Background: an optimization exercise with open tools, aiming at small area, a short achievable clock period and few clock cycles per item. Do not read the settings as production practice.
No activity file was given, so power comes from the tool's default toggle rates.

== the previous run ==
==> module ISR, before the edit <==
module ISR(reset,
           value,
           clock,
           result,
           done
);
  input wire reset;
  input wire [63:0] value;
  input wire clock;
  output wire [31:0] result;
  output wire done;
  reg  [55:0] d;       
  reg  [30:0] r;       
  reg  [31:0] q;       
  reg  [3:0]  cnt;     
  reg         fin;
  reg         run;     
  reg         lead;    
  wire [7:0] vt = value[63:56];
  reg  [3:0] q0;
  reg  [4:0] r0;
  wire [16:0] ge;
  assign ge[0] = 1'b1;
  assign ge[16] = 1'b0;
  assign ge[1] = vt >= 8'd1;
  assign ge[2] = vt >= 8'd4;
  assign ge[3] = vt >= 8'd9;
  assign ge[4] = vt >= 8'd16;
  assign ge[5] = vt >= 8'd25;
  assign ge[6] = vt >= 8'd36;
  assign ge[7] = vt >= 8'd49;
  assign ge[8] = vt >= 8'd64;
  assign ge[9] = vt >= 8'd81;
  assign ge[10] = vt >= 8'd100;
  assign ge[11] = vt >= 8'd121;
  assign ge[12] = vt >= 8'd144;
  assign ge[13] = vt >= 8'd169;
  assign ge[14] = vt >= 8'd196;
  assign ge[15] = vt >= 8'd225;
  integer kk;
  always @* begin
    q0 = 4'd0;
    r0 = 5'd0;
    for (kk = 1; kk < 16; kk = kk + 1)
      if (ge[kk]) q0 = kk;
    for (kk = 0; kk < 16; kk = kk + 1)
      if (ge[kk] & ~ge[kk + 1]) r0 = r0 | (vt[4:0] - kk * kk);
  end
  wire [29:0] qs = q[29:0];
  wire [34:0] x  = {r, d[55:52]};             
  wire [33:0] t1;
  prefix_add #(.W(34), .KIND(0)) u_t1(.a({1'b0, x[34:2]}), .b(~{2'b00, qs, 2'b01}), .ci(1'b1), .y(t1));
  wire        ge1 = ~t1[33];
  wire [35:0] t2a;
  prefix_add #(.W(36), .KIND(0)) u_t2a(.a({1'b0, x}), .b(~{3'b000, qs, 3'b001}), .ci(1'b1), .y(t2a));
  wire        ge2a = ~t2a[35];
  wire [35:0] m1 = {~{2'b00, qs}, 4'b1111};
  wire [35:0] m2 = {~{3'b000, qs}, 3'b000};
  wire [35:0] xe = {1'b0, x};
  wire [35:0] cs = xe ^ m1 ^ m2;
  wire [35:0] cc = (xe & m1) | (xe & m2) | (m1 & m2);
  wire [35:0] t2b;
  prefix_add #(.W(36), .KIND(0)) u_t2b(.a(cs), .b({cc[34:0], 1'b0}), .ci(1'b0), .y(t2b));
  wire        ge2b = ~t2b[35];
  wire        ge2 = ge1 ? ge2b : ge2a;
  wire [30:0] r1 = ge1 ? (ge2 ? t2b[30:0] : {t1[28:0], x[1:0]})
                       : (ge2 ? t2a[30:0] : x[30:0]);
  wire        skip = lead && (d[55:40] == 16'd0) && (cnt > 4'd4);
  always @(posedge clock) begin
    if (reset) begin
      d   <= value[55:0];
      r   <= {26'd0, r0};
      q   <= {28'd0, q0};
      cnt <= 4'd14;
      fin <= 1'b0;
      run <= 1'b1;
      lead <= (vt == 8'd0);
    end else begin
      d   <= skip ? {d[39:0], 16'd0} : {d[51:0], 4'b0000};
      lead <= lead && (d[55:52] == 4'd0);
      r   <= r1;
      cnt <= cnt - (skip ? 4'd4 : 4'd1);
      if (run) begin
        q   <= {q[29:0], ge1, ge2};
        if (cnt == 4'd1) begin
          fin <= 1'b1;
          run <= 1'b0;
        end
      end
    end
  end
  assign result = q;
  assign done   = fin;
endmodule
export LEC_CHECK = 0
export CAP_MARGIN = 20
export CORE_MARGIN = 2
export CORE_UTILIZATION = 40
export PLACE_DENSITY = 0.6
export SLEW_MARGIN = 20
create_clock -name core_clock -period 10.0 [get_ports {clock}]
standard.sh (not shown) runs the stock make flow with config.mk's settings and CLKGATE_MAP_FILE= SYNTH_SCRIPT=/design/flow/synth_recipe.tcl, a recipe that flattens the netlist after the stock synthesis.
==> flow/flow/run.sh <==
#!/bin/bash
bash standard.sh BUFFER_PORTS_ARGS="-buffer_cell sky130_fd_sc_hd__buf_1" SETUP_SLACK_MARGIN=6.5 ABC_AREA=1 CTS_BUF_LIST="sky130_fd_sc_hd__clkbuf_4 sky130_fd_sc_hd__clkbuf_8" finish > standard.log 2>&1
The previous run: PASS, flow complete, no timing, DRC or antenna violations
#### Input delta (the current run over the previous run)
diff --git a/flow/design.v b/flow/design.v
--- a/flow/design.v
+++ b/flow/design.v
@@ -15,5 +15,4 @@
   reg  [3:0]  cnt;     
   reg         fin;
-  reg         run;     
   reg         lead;    
   wire [7:0] vt = value[63:56];
@@ -67,4 +66,5 @@
                        : (ge2 ? t2a[30:0] : x[30:0]);
   wire        skip = lead && (d[55:40] == 16'd0) && (cnt > 4'd4);
+  wire        skip2 = !skip && lead && (d[55:48] == 8'd0) && (cnt > 4'd2);
   always @(posedge clock) begin
     if (reset) begin
@@ -74,17 +74,13 @@
       cnt <= 4'd14;
       fin <= 1'b0;
-      run <= 1'b1;
       lead <= (vt == 8'd0);
     end else begin
-      d   <= skip ? {d[39:0], 16'd0} : {d[51:0], 4'b0000};
+      d   <= skip ? {d[39:0], 16'd0} : skip2 ? {d[47:0], 8'd0} : {d[51:0], 4'b0000};
       lead <= lead && (d[55:52] == 4'd0);
       r   <= r1;
-      cnt <= cnt - (skip ? 4'd4 : 4'd1);
-      if (run) begin
+      cnt <= cnt - (skip ? 4'd4 : skip2 ? 4'd2 : 4'd1);
+      if (!fin) begin
         q   <= {q[29:0], ge1, ge2};
-        if (cnt == 4'd1) begin
-          fin <= 1'b1;
-          run <= 1'b0;
-        end
+        if (cnt == 4'd1) fin <= 1'b1;
       end
     end
[summary]
Taking the previous run as the reference, in the current run sequential cell count down 1; xor/xnor cell area share of the yosys netlist down 0.23 points; highest ir drop seen on vdd down about 11%; first-iteration DRC count up 62.
Compared with the previous run, in the current run average via count per standard cell decreased 0.38%; part of the power in combinational logic higher; final period utilization went down by 0.49 points.
The cell area after synthesis of the current run was inferior to that of the previous run.
For the total power, the current run came in about 4.5% higher than the previous run did.
Sort the current run and the previous run by non-clock buffer instance count of the final layout, ascending, and the previous run comes first.
The synthesis-to-layout area growth of the current run is higher than that of the previous run.
Diff the previous run -> the current run: total area of sequential cells ~0 delta; vertical die dimension rose about 2%.
No run of this note included a check of the RTL's function; only the layout flow was run.

## port drivers added, routing unchanged
Ports are ideal in the flow. The routed layouts listed here were re-timed in OpenROAD.
Step 1: set_driving_cell puts a clkbuf_16 on clock and a buf_2 on each other input, an assumption about the parent block.
Step 2 adds t to the input delays and takes it off the output delays; t is the mean of the earliest and latest rising clock arrival at the registers after step 1. Input paths then give back, and output paths get back, about the clock's delay inside the block.
Three values: ideal, step 1, step 2; two values: the first two.
| run | shift t [ns] | setup WS [ns] | clock arrival spread, ns | slew at the worst register clock pin (ns) | worst slew at a driven data input, ns |
|---|---|---|---|---|---|
| the previous run | 0.502 | 6.532 / 6.551 / 6.050 | 0.021 / 0.021 | 0.11 / 0.11 | 0.05 |
| the current run | 0.508 | 6.580 / 6.598 / 6.091 | 0.018 / 0.017 | 0.10 / 0.10 | 0.06 |
After both steps setup and hold are still met in every run listed. For the current run, which loses most, drivers alone change the setup slack by +0.018 ns; drivers and shift together by -0.489 ns.
